Context: an optimization exercise on an open-source flow, tuned for small area. The choices shown serve that exercise and are no tape-out recipe.
In this exercise RTL edits were held to simulation tests only and were not proved equivalent to the original.
No activity file was given, so power comes from the tool's default toggle rates.

### design.v
module LedScan (
	input clk12MHz, 
	input rst,
	input [7:0] leds1,		
	input [7:0] leds2,
	input [7:0] leds3,
	input [7:0] leds4,
	output reg [7:0] leds, 
	output reg [3:0] lcol
	);
    reg [11:0] timer;
    always @ (posedge clk12MHz) begin
		if (rst) begin
			leds[7:0] <= 8'b0;
			lcol[3:0] <= 4'b0;
		end else
		case (timer[11:10])
			2'b00: begin
    			leds[7:0] <= leds1[7:0];
				lcol[3:0] <= 4'b1110;
			end	    
			2'b01: begin
    			leds[7:0] <= leds2[7:0];
				lcol[3:0] <= 4'b1101;
			end	    
			2'b10: begin
    			leds[7:0] <= leds3[7:0];
				lcol[3:0] <= 4'b1011;
			end	    
			2'b11: begin
    			leds[7:0] <= leds4[7:0];
				lcol[3:0] <= 4'b0111;
			end	    
    	endcase
    end
    always @ (posedge clk12MHz) begin
        if (rst) timer <= 12'b0;
        else timer <= timer + 1;
    end
endmodule
module ClkDiv (
	input clk12MHz, 
	input rst,
	output reg clk1MHz,
	output clk1MHz_rise,
	output clk1MHz_fall
	);
	reg clk;
	parameter frequency = 1000000;
	parameter DIVISOR = 12000000 / frequency;
    reg [31:0] counter;
	assign clk1MHz_rise = clk & ~clk1MHz;
	assign clk1MHz_fall = ~clk & clk1MHz;
	always @(posedge clk12MHz) begin
		if (rst) begin
			counter <= 32'b0;
			clk1MHz <= 1'b0;
			clk <= 1'b0;
		end else begin
			counter <= counter + 1;
			clk1MHz <= clk;
			if (((counter*2) % (DIVISOR)) == 0) clk <= ~clk;
		end
	end
endmodule
module ShiftReg (
	input clk12MHz, 
	input rst,
	input clk1MHz, 
	input clk1MHz_rise,
	input clk1MHz_fall,
	input shift_en, 
	input SPI_MISO_IN,
	output reg SPI_MOSI_OUT,
	output SPI_CLK,
	output reg [3:0] shift_count,
	output reg [7:0] shift_out_reg,
	output reg [7:0] shift_in_reg
	);
	reg [7:0] shift_out;
	reg [7:0] shift_in;
	assign SPI_CLK = ~clk1MHz & ~shift_en;
	always @(posedge clk12MHz) begin
		if (rst) begin
			shift_out_reg <= 8'b0;
			shift_in_reg <= 8'b0;
			SPI_MOSI_OUT <= 1'b0;
		end else if (clk1MHz_fall) begin
		shift_out_reg <= shift_out;
		shift_in_reg <= shift_in;
		SPI_MOSI_OUT <= shift_out[7];
		end
	end
	always @(posedge clk12MHz) begin
		if (rst) begin
			shift_count <= 4'b0;
			shift_out <= 8'b0;
			shift_in <= 8'b0;
		end else if (!clk1MHz_rise) begin
			shift_count <= shift_count;
			shift_out <= shift_out;
			shift_in <= shift_in;
		end else if (~shift_en) begin
			shift_count <= shift_count + 1;
			shift_out <= {shift_out[6:0], 1'b1};
			shift_in <= {shift_in[6:0], SPI_MISO_IN};
		end else begin
			shift_count <= shift_count;
			shift_out <= 8'b11011001;
			shift_in <= shift_in;
		end
	end
endmodule
module top (
	input clk12MHz, 
	input rst,
	input SPI_MISO_IN,
	output SPI_CLK_OUT,
	output SPI_MOSI_OUT,
	output SPI_CS_OUT,
	output led1, 
	output led2, 
	output led3, 
	output led4, 
	output led5, 
	output led6, 
	output led7, 
	output led8, 
	output lcol1, 
	output lcol2, 
	output lcol3, 
	output lcol4
	);
	wire SPI_CLK;
	wire clk1MHz;
	wire clk1MHz_rise;
	wire clk1MHz_fall;
	reg [7:0] leds1;
	reg [7:0] leds2;
	reg [7:0] leds3;
	reg [7:0] leds4;
	wire [7:0] leds;
	wire [3:0] lcol;
	assign { led8, led7, led6, led5, led4, led3, led2, led1 } = leds[7:0];
	assign { lcol4, lcol3, lcol2, lcol1 } = lcol[3:0];
	reg count_en;
	reg delay_en;
	reg [31:0] time_count;
	wire [7:0] shift_out_reg;
	wire [7:0] shift_in_reg;
	wire [3:0] shift_count;
	reg state;
	reg next;
	parameter IDLE=2'b00, SENDING=2'b01, DELAY=2'b10;
 	LedScan scan (
		.clk12MHz(clk12MHz), 
		.rst(rst),
		.leds1(leds1),		
		.leds2(leds2),
		.leds3(leds3),
		.leds4(leds4),
		.leds(leds), 
		.lcol(lcol)
	);
	ClkDiv clkDiv (
		.clk12MHz(clk12MHz),
		.rst(rst),
		.clk1MHz(clk1MHz),
		.clk1MHz_rise(clk1MHz_rise),
		.clk1MHz_fall(clk1MHz_fall)
	);
	ShiftReg shiftReg (
		.clk12MHz(clk12MHz),
		.rst(rst),
		.clk1MHz(clk1MHz),
		.clk1MHz_rise(clk1MHz_rise),
		.clk1MHz_fall(clk1MHz_fall),
		.SPI_CLK(SPI_CLK),
		.shift_en(count_en),
		.SPI_MISO_IN(SPI_MISO_IN),
		.SPI_MOSI_OUT(SPI_MOSI_OUT),
		.shift_count(shift_count),
		.shift_out_reg(shift_out_reg),
		.shift_in_reg(shift_in_reg)
	);
	assign SPI_CLK_OUT = SPI_CLK;
	assign SPI_CS_OUT = count_en;
    always @ (*) begin
		leds1[7:0] = {~count_en, ~delay_en, 2'b11, ~shift_count};
		leds2[7:0] = shift_out_reg;
		leds3[7:0] = shift_in_reg;
		leds4[7:0] = {~time_count[7:0]};
    end
    always@(*) begin
		case (state)
			IDLE: next = (!rst) ? SENDING : IDLE;
			SENDING: next = (shift_count == 4'b0111) ? DELAY : SENDING;
			DELAY: next = DELAY;
			default: next = DELAY;
		endcase
	end
	always @(posedge clk12MHz) begin
		if (rst) begin
			state <= IDLE;
			time_count <= 32'h0;
		end else if (clk1MHz_rise) begin
			state <= next;
			time_count <= (delay_en) ? (time_count + 1) : 32'h0;
		end
	end
	always @(*) begin
		case (state)
			IDLE: begin		
				count_en = 1'b1;
				delay_en = 1'b0;
			end
			SENDING: begin
				count_en = 1'b0;
				delay_en = 1'b0;
			end
			DELAY: begin
				count_en = 1'b1;
				delay_en = 1'b1;
			end
			default: begin
				count_en = 1'b0;
				delay_en = 1'b1;
			end
		endcase
	end
endmodule
### run.sh
#!/bin/bash
# synth_recipe.tcl (not shown) runs the flow's synth.tcl, then flattens the netlist and writes it again
# the make line also repeats each setting of config.mk as NAME=value (left out here)
make -C /OpenROAD-flow-scripts/flow DESIGN_CONFIG=/design/flow/config.mk WORK_HOME=/design/flow/orfs CLKGATE_MAP_FILE= SYNTH_SCRIPT=/design/flow/synth_recipe.tcl finish
### constraint.sdc
create_clock -name core_clock -period 10.0 [get_ports {clk12MHz}]
set_input_delay 2.0000 -clock core_clock [delete_from_list [all_inputs] [get_ports {clk12MHz}]]
set_output_delay 2.0000 -clock core_clock [all_outputs]
set_load 0.01 [all_outputs]
### config.mk
export PLATFORM = sky130hd
export DESIGN_NAME = top
export DESIGN_NICKNAME = top
export VERILOG_FILES = /design/flow/design.v
export SDC_FILE = /design/flow/constraint.sdc
export NUM_CORES = 4
export LEC_CHECK = 0
export CAP_MARGIN = 20
export CORE_MARGIN = 2
export CORE_UTILIZATION = 40
export SLEW_MARGIN = 20
==> results of run 1 <==
[kinds of logic (layout without fill, tap and decap cells)]
kind of cell,count (synthesis),count (layout)
flops,94,94
compound gates,169,169
fa+ha+maj,5,5
buf+inv,63,46
simple gates,369,369
xor+xnor,49,49
mux,4,4
[how the worst min path moves through the flow]
stage                     slack (ns)                                    from                                     end
after global routing            0.48  shiftReg.shift_out_reg[3]$_SDFFE_PP0P_  shiftReg.shift_out_reg[3]$_SDFFE_PP0P_
after detailed placement        0.44                scan.timer[0]$_SDFF_PP0_                scan.timer[0]$_SDFF_PP0_
final                           0.45                scan.timer[0]$_SDFF_PP0_                scan.timer[0]$_SDFF_PP0_
after CTS                       0.45                scan.timer[0]$_SDFF_PP0_                scan.timer[0]$_SDFF_PP0_
after floorplan                 0.42                scan.timer[0]$_SDFF_PP0_                scan.timer[0]$_SDFF_PP0_
after global placement          0.43                scan.timer[0]$_SDFF_PP0_                scan.timer[0]$_SDFF_PP0_
[routing by layer]
layer | part of all wire [%] | up-vias | track usage, %
met2 | 47 | 75 | 28.3
met1 | 49 | 2412 | 22.7
met4 | 1.1 | 0 | 3.93
li1 | - | 2603 | -
met3 | 2.8 | 15 | 3.48
met5 | 0 | - | 0
[critical path: stages, from the launching register on]
cell and delay, ns:
dfxtp_1 0.65, xnor2_1 0.21, a211oi_1 0.33, a2bb2oi_2 0.27, and2_4 0.22, o311ai_0 0.15, a2bb2oi_1 0.32, nand2_1 0.18
or3_1 0.39, a21oi_2 0.22, nor3_4 0.09, or4_1 0.48, o21ai_1 0.11, or2_1 0.37, o31ai_1 0.19, a221o_1 0.37
or2_4 0.28, o21ai_0 0.08, o2111ai_1 0.16, a2bb2oi_1 0.37, nor3_1 0.08, o31a_1 0.31, o311ai_2 0.29, mux2_4 0.32
[layout by cell type (no fill, tap or decap), types with 6 or more instances in the layout]
master,instances
a21oi_1,58
xor2_1,20
inv_1,11
clkbuf_16,9
nand4_1,9
dfxtp_1,94
nand2_1,107
nor3_1,19
nand2b_1,12
clkdlybuf4s50_1,16
nor3b_1,12
and2_1,8
nor2b_1,14
and3_1,7
nor2_1,100
o22ai_1,6
a211oi_1,11
nand3b_1,6
or3_1,9
xnor2_1,29
nand3_1,37
o21ai_0,19
[stage by stage]
step           setup WS, ns  util [%]
6_report               3.45      44.7
5_1_grt                2.85      44.7
4_1_cts                3.50      44.7
3_5_place_dp           3.51      42.5
3_3_place_gp           3.70      42.5
2_1_floorplan          4.32         -
[report_power, final]
group	total [W]	internal [W]	switching, W
logic	0.0000543	0.0000217	0.0000327
registers	0.000398	0.000387	0.0000110
clock network	0.000350	0.000207	0.000143
total	0.000802	0.000616	0.000187
[area by class of cell]
cell class	instances	share of cell area (%)
Timing Repair Buffer	18	2.76
Inverter	12	0.720
Clock buffer	11	4.04
Clock inverter	5	0.921
Multi-Input combinational cell	596	57.9
Tap cell	180	3.60
Sequential cell	94	30.1
==> summary.md, run 1 <==
| Metric | Value |
|---|---|
| Status | `complete, no violations` |
| Final hold violations | `0` |
| Tightest Pin Transition | `0.955 ns` |
| Routed WL per cell | `13.6 um` |
| Clock Tree Buf Depth | `2` |
| Fraction of registers with async set or reset after synthesis | `0%` |
| Core area | `14000 um^2` |
| Critical path required time | `10.23 ns` |
| CP Capture Point | `clkDiv.clk$_SDFFE_PP0N_` |
| Reg2reg end | `clkDiv.clk$_SDFFE_PP0N_` |
| Largest family of logic cells by synthesized area | `simple AND/OR/NAND/NOR gates` |
| Largest register FFs | `31` |
| Area contributors post-synth | `dfxtp_1 (33%), nand2_1 (7.0%), nor2_1 (6.5%)` |
| Multi-input logic area | `3620 um^2` |
| Setup violations, final | `0` |
| Syn_area_per_cell | `7.65 um^2` |
| Via-to-Cell Ratio | `5.57` |
| WHS Path Cells | `1` |
| Ys flop type | `dfxtp_1` |
| Hold slack | `0.451 ns` |
| Worst Setup SP | `clkDiv.counter[27]$_SDFF_PP0_` |
| Clock Skew | `0.0101 ns` |
| Slew headroom | `36.4%` |
| Initial cell density of the core | `41.2%` |
| Mux cell area share after synthesis | `0.782%` |
| Synth top area share | `32.7%` |
| Leakage | `2.19 nW` |
| Number of global-route vias before repair | `4748` |
| Port Buffers | `17` |
| Worst-path maximum fanout | `16` |
| Worst r2r path cells | `23` |
| P per Cell Area | `128 nW/um^2` |
| Seq. cell area | `1880 um^2` |
| Post-route ant nets | `0` |
| Synth warnings | `4` |
| F_max | `0.153 GHz` |
| Critical path class | `flip-flop to flip-flop` |
| NumNets Final | `739` |
| Setup slack, reg-to-reg | `3.45 ns` |
| Post-Synth Adder-Cell Area | `1.09%` |
| Initial antenna violation count | `0` |
| Area growth from synthesis to layout | `8.49%` |
| RR Startpoint | `clkDiv.counter[27]$_SDFF_PP0_` |
| Largest net degree at the start of global routing | `95` |
| # resized after CTS | `0` |
| Register area share after synthesis | `32.7%` |
| Clock Sinks | `94` |
| Die width | `124 um` |
| Post-route insts no fill | `916` |
| IO Count | `18` |
| First DRT Iteration DRCs | `298` |
| Detailed placer's ending HPWL | `8790 um` |
| # Post-CTS Setup Buffers | `0` |
| Die footprint | `15400 um^2` |
| Total grt overflow | `0` |
| CP Data Arrival Time | `6.78 ns` |
| Fill cell count | `1417` |
| RD Place Congestion | `0.883` |
| First-pass GRT wire length | `21600 um` |
| Setup_tns | `0 ns` |
| Xor/xnor cell area share of the yosys netlist | `7.45%` |
| Pre-antenna DRT Iters | `5` |
| GRT Util Overall | `17.0%` |
| Placed inst area | `5940 um^2` |
| Drt total wl | `12500 um` |
| Hold WC Path Type | `flip-flop to flip-flop` |
| Most numerous cell in the Yosys netlist | `nand2_1` |
| Min cycle time layout | `6.55 ns` |
| Worst setup EP type | `flip-flop` |
| Die H | `124 um` |
| TritonCTS Buffers | `9` |
| Distinct cells, synth | `93` |
| Placed Cells | `900` |
| Post-synth net total | `761` |
| H-tree Lvls | `3` |
| Synth Area in Compound Gates | `21.6%` |
| VDD IR max | `86.9 uV` |
| Post-synth EDFFs | `0` |
| Antenna cell count | `0` |
| Vias after detailed routing | `5105` |
| # rows | `43` |
| Root Driver | `clkbuf_16` |
| Post-Syn Instances | `753` |
| Post-route cell area | `6250 um^2` |
| Tcrit/Tclk final | `65.5%` |
| Latest clock arrival within the worst-skew pair | `0.34 ns` |
| RSZ-0062 raised after global routing | `false` |
| Startpoint Class | `flip-flop` |
| Total power | `0.000802 W` |
| Remaining routing DRC violations | `0` |
| CTS clk-pin slew, worst paths | `0.07 ns` |
| Synth Cell Area | `5760 um^2` |
| Commonest cells in the netlist | `nand2_1 (107), nor2_1 (100), dfxtp_1 (94)` |
| Share of layout cells above drive strength 1 | `7.61%` |
| Hold-fix buffers, CTS | `0` |
| Max cap viols | `0` |
| Simple-Gate Fraction of Synth Area | `31.8%` |
| TritonCTS clock tree | `done` |
| Slew Limit Fails | `0` |
| Area leader, netlist | `dfxtp_1` |
| Synth Register Bits | `94` |
==> inputs of run 2 (changes only) <==
==> design.v (replaced) <==
module top (
	input clk12MHz,
	input rst,
	input SPI_MISO_IN,
	output SPI_CLK_OUT,
	output SPI_MOSI_OUT,
	output SPI_CS_OUT,
	output led1,
	output led2,
	output led3,
	output led4,
	output led5,
	output led6,
	output led7,
	output led8,
	output lcol1,
	output lcol2,
	output lcol3,
	output lcol4
	);
	reg [1:0] ph;         
	reg [11:0] tmr;       
	reg state;            
	reg [3:0] sc;         
	reg first_done;       
	reg [8:0] sin;        
	reg [3:0] p;
	always @(*) begin
		case ({ph, tmr[1:0]})
			4'b00_00: p = 4'd0;
			4'b01_01: p = 4'd1;
			4'b10_10: p = 4'd2;
			4'b00_11: p = 4'd3;
			4'b01_00: p = 4'd4;
			4'b10_01: p = 4'd5;
			4'b00_10: p = 4'd6;
			4'b01_11: p = 4'd7;
			4'b10_00: p = 4'd8;
			4'b00_01: p = 4'd9;
			4'b01_10: p = 4'd10;
			4'b10_11: p = 4'd11;
			default:  p = 4'bxxxx;
		endcase
	end
	wire rise = (p == 4'd0);                        
	wire spi_hi = (p >= 4'd1) && (p <= 4'd6);       
	wire win = (p >= 4'd1) && (p <= 4'd7);          
	wire rst_d = ~state & ~sc[3] & tmr[0];
	always @(posedge clk12MHz) begin
		if (rst) begin
			ph <= 2'd2;
			tmr <= 12'hfff;
		end else begin
			ph <= (ph == 2'd2) ? 2'd0 : ph + 2'd1;
			tmr <= tmr + 12'd1;
		end
	end
	always @(posedge clk12MHz) begin
		if (rst) begin
			state <= 1'b0;
			sc <= 4'd0;
			first_done <= 1'b0;
		end else if (rise) begin
			if (state) begin
				sc <= sc + 4'd1;
				if (sc == 4'd7) state <= 1'b0;
			end else
				state <= 1'b1;
			if (sc[3]) first_done <= 1'b1;
		end
	end
	always @(posedge clk12MHz)
		if (rise && state) sin <= {sin[7:0], SPI_MISO_IN};
	function [7:0] pat(input [2:0] k);
		pat = (16'hd9ff << k) >> 8;
	endfunction
	wire [7:0] so_cur = state ? ((first_done & ~sc[3]) ? 8'hff : pat(sc[2:0]))
	                          : (sc[3] ? 8'hff : 8'h00);
	wire was_load = state & ((sc == 4'd8) | ((sc == 4'd0) & ~first_done));
	wire [3:0] sc_m1 = sc - 4'd1;
	wire state_prev = ~was_load;
	wire [3:0] sc_prev = was_load ? sc : sc_m1;
	wire [7:0] so_prev = ~state ? 8'hff :
	                     was_load ? (sc[3] ? 8'hff : 8'h00) :
	                     ((first_done & ~sc_m1[3]) ? 8'hff : pat(sc_m1[2:0]));
	wire [7:0] col1 = (p == 4'd1) ? {state_prev, 3'b111, ~sc_prev} : {state, 3'b111, ~sc};
	wire [7:0] col2 = win ? so_prev : so_cur;
	wire [7:0] col3 = (win & ~was_load) ? sin[8:1] : sin[7:0];
	reg [7:0] leds;
	reg [3:0] lcol;
	always @(*) begin
		if (rst_d) begin
			leds = 8'h00;
			lcol = 4'b0000;
		end else case (tmr[11:10])
			2'b00: begin leds = col1;  lcol = 4'b1110; end
			2'b01: begin leds = col2;  lcol = 4'b1101; end
			2'b10: begin leds = col3;  lcol = 4'b1011; end
			default: begin leds = 8'hff; lcol = 4'b0111; end
		endcase
	end
	assign { led8, led7, led6, led5, led4, led3, led2, led1 } = leds;
	assign { lcol4, lcol3, lcol2, lcol1 } = lcol;
	assign SPI_CS_OUT = ~state;
	assign SPI_CLK_OUT = state & ~spi_hi;
	assign SPI_MOSI_OUT = spi_hi ? so_prev[7] : so_cur[7];
endmodule
==> run 2 against run 1 <==
Against the previous run: die area fell by 61%; setup slack improved by 1.1 ns; wire length fell by 58%; final cell count fell by 64%; critical path type is now flip-flop to output port; still clean; non-clock buffer count did not move; clock skew fell by 0.0059 ns; synthesized cell count fell by 67%; critical endpoint is now led7; core utilization rose by 2.2 points; global-route usage rose by 2.0 points.
==> summary.md, run 2 <==
| Metric | Value |
|---|---|
| Status | `complete, no violations` |
| Ys flop type | `dfxtp_1` |
| Root Driver | `clkbuf_8` |
| Remaining routing DRC violations | `0` |
| Via-to-Cell Ratio | `5.82` |
| Most numerous cell in the Yosys netlist | `dfxtp_1` |
| Xor/xnor cell area share of the yosys netlist | `4.08%` |
| Drt total wl | `5280 um` |
| Clock Skew | `0.00417 ns` |
| Syn_area_per_cell | `8.62 um^2` |
| Synth Cell Area | `2150 um^2` |
| Most frequent cells in the layout | `dfxtp_1 (20), clkdlybuf4s50_1 (17), nand2_1 (14), nor2_1 (14), a31oi_1 (14)` |
| Commonest non-fill, non-tap cell in the layout | `dfxtp_1` |
| Share of layout cells above drive strength 1 | `7.36%` |
| P per Cell Area | `155 nW/um^2` |
| Area leader, netlist | `dfxtp_1` |
| Post-route insts no fill | `328` |
| Number of global-route vias before repair | `1850` |
| Die footprint | `5970 um^2` |
| Synth Register Bits | `29` |
| Pre-antenna DRT Iters | `4` |
| Setup_tns | `0 ns` |
| Min-Delay Endpoint | `sin[1]$_DFFE_PP_` |
| # resized after CTS | `0` |
| Die width | `77.2 um` |
| Final hold violations | `0` |
| Tightest Pin Transition | `0.923 ns` |
| Largest register FFs | `12` |
| First DRT Iteration DRCs | `167` |
| Synth Area in Compound Gates | `22.9%` |
| Clock Tree Buf Depth | `2` |
| H-tree Lvls | `2` |
| TritonCTS Buffers | `5` |
| Antenna cell count | `0` |
| Post-route ant nets | `0` |
| Clock Sinks | `29` |
| Vias after detailed routing | `1908` |
| Distinct cells, synth | `53` |
| Synth warnings | `1` |
| Reg2reg end | `sin[7]$_DFFE_PP_` |
| Register area share after synthesis | `31.3%` |
| Largest family of logic cells by synthesized area | `compound AO/OA/AOI/OAI gates` |
| First-pass GRT wire length | `9220 um` |
| # rows | `26` |
| WHS Path Cells | `0` |
| Total grt overflow | `0` |
| Crit-path cells | `inv_1 > ha_1 > mux2_2 > o21ai_1 > nand2_1 > mux2_2 > a221oi_1 > clkdlybuf4s50_1` |
| Setup violations, final | `0` |
| Setup slack, reg-to-reg | `7.54 ns` |
| CTS clk-pin slew, worst paths | `0.06 ns` |
| RD Place Congestion | `0.940` |
| TritonCTS clock tree | `done` |
| Post-Syn Instances | `249` |
| IO Count | `18` |
| Port Buffers | `17` |
| Core area | `5140 um^2` |
| Simple-Gate Fraction of Synth Area | `22.6%` |
| Post-synth net total | `265` |
| Startpoint Class | `flip-flop` |
| Critical path class | `flip-flop to output port` |
| Initial antenna violation count | `0` |
| Min cycle time layout | `5.40 ns` |
| Latest clock arrival within the worst-skew pair | `0.27 ns` |
| Initial cell density of the core | `41.7%` |
| Area contributors post-synth | `dfxtp_1 (19%), edfxtp_1 (13%), ha_1 (7.6%)` |
| Worst r2r path cells | `6` |
| Die H | `77.2 um` |
| CP Data Arrival Time | `3.40 ns` |
| Slew headroom | `38.2%` |
| Synth top area share | `18.7%` |
| Fraction of registers with async set or reset after synthesis | `0%` |
| Hold WC Path Type | `flip-flop to flip-flop` |
| GRT Util Overall | `19.0%` |
| Max cap viols | `0` |
| Hold-fix buffers, CTS | `0` |
| # Post-CTS Setup Buffers | `0` |
| Mux cell area share after synthesis | `5.83%` |
| Post-synth EDFFs | `9` |
| Tcrit/Tclk final | `54.0%` |
| Biggest register | `tmr` |
| Dpl ws | `4.91 ns` |
| Max stage delay on crit path | `0.58 ns` |
| RR Startpoint | `tmr[1]$_SDFF_PP1_` |
| NumNets Final | `273` |
| Routed WL per cell | `16.1 um` |
| RSZ-0062 raised after global routing | `false` |
| VDD IR max | `105 uV` |
| Worst-path maximum fanout | `8` |
| Detailed placer's ending HPWL | `3850 um` |
| Final Util | `46.9%` |
| Worst setup EP type | `output port` |
| Post-Synth Adder-Cell Area | `7.58%` |
| Commonest cells in the netlist | `dfxtp_1 (20), a31oi_1 (14), nand2_1 (14), nor2_1 (14), ha_1 (13)` |
| Crit-path slowest cell | `clkdlybuf4s50_1` |
| Min-delay src | `sin[0]$_DFFE_PP_` |
| Slew Limit Fails | `0` |
| Most frequent cell on the critical path | `mux2_2` |
| Critical path required time | `8.00 ns` |
| Placed Cells | `320` |
| Area growth from synthesis to layout | `12.4%` |
| Final worst slack | `4.60 ns` |
| Largest registers | `tmr: 12 flops, sin: 9 flops, sc: 4 flops` |
| Largest net degree at the start of global routing | `21` |
| F_max | `0.185 GHz` |
| Leakage | `0.913 nW` |
[run 2: changes by cell type after synthesis, moves of 9 or more]
cell      change
a21oi_1      -47
a31oi_1      +10
clkbuf_1     -32
dfxtp_1      -74
edfxtp_1      +9
nand2_1      -93
nand3_1      -33
nor2_1       -86
nor2b_1       -9
nor3_1       -12
nor3b_1      -12
xnor2_1      -22
xor2_1       -17
[run 2: stage by stage]
stage / cell area (um^2) / hold slack [ns] / total power, W
floorplan: 2150 / 0.426 / 0.000242
detailed placement: 2330 / 0.469 / 0.000285
global route: 2410 / 0.501 / 0.000403
CTS: 2410 / 0.481 / 0.000379
global placement: 2330 / 0.464 / 0.000284
finish: 2410 / 0.483 / 0.000375
[run 2: cells by family after synthesis]
kind of cell	after synthesis
buffers and inverters	28
adders and majority gates	13
xor gates and xnor gates	10
AOI/OAI and AO/OA	72
muxes	12
and+or+nand+nor	85
DFF	29
[run 2: worst max-delay path by stage]
stage / from / endpoint / slack (ns) / depth (start not counted)
finish: tmr[0]$_SDFF_PP1_ / led7 / 4.60 / 8
global route: tmr[0]$_SDFF_PP1_ / led7 / 4.37 / 8
CTS: tmr[0]$_SDFF_PP1_ / led7 / 4.57 / 8
detailed placement: tmr[0]$_SDFF_PP1_ / led7 / 4.91 / 8
global placement: tmr[0]$_SDFF_PP1_ / led7 / 4.98 / 8
floorplan: tmr[0]$_SDFF_PP1_ / led6 / 5.70 / 8
[run 2: cell type report]
cell class,count,area (um^2)
clock inverters,2,10.0
inverters,11,41.3
clock buffers,6,72.6
flip-flops and latches,29,671
multi-input cells,192,1350
fillers,550,2730
well taps,70,87.6
repair buffers,18,178
[run 2: report_power, final]
part | switching [W] | internal [W]
combinational | 0.0000696 | 0.0000638
clock | 0.0000430 | 0.0000481
sequential | 0.0000174 | 0.000133
total | 0.000130 | 0.000245
[run 2: metal layers]
layer  global-route usage, %  part of all wire, %
met3                    3.29                  4.5
met1                    26.0                   48
met2                    29.4                   46
met5                       0                    0
met4                    8.04                  1.2
[run 2: critical path: cells and delay by family, from the launching register on]
| family | cells | cell delay [ns] |
|---|---|---|
| mux | 2 | 0.63 |
| compound gates | 2 | 0.79 |
| flops | 1 | 0.44 |
| buf+inv | 2 | 0.73 |
| fa+ha+maj | 1 | 0.28 |
| simple gates | 1 | 0.24 |

## what the ideal ports hide
In the flow no input, the clock included, has a driving cell. The finished layouts below were timed again as built, in two steps. Step 1: set_driving_cell puts a clkbuf_16 on clk12MHz and a buf_2 on each other input, an assumption about the parent block. Step 2 moves the port delays by t, midway between the first and last clock arrival at a register: inputs arrive t later, outputs are due t later. That takes back most of the time a late clock gives input paths. Slacks: ideal / step 1 / step 2; pairs: ideal / step 1.
run | t (ns) | setup slack, ns | worst setup path after step 2 | worst data-port slew with drivers (ns)
run 1 | 0.368 | 3.454 / 3.454 / 3.454 | register to register | 0.03
run 2 | 0.299 | 4.603 / 4.576 / 4.875 | register to output | 0.03
After both steps setup and hold are still met in every run listed.
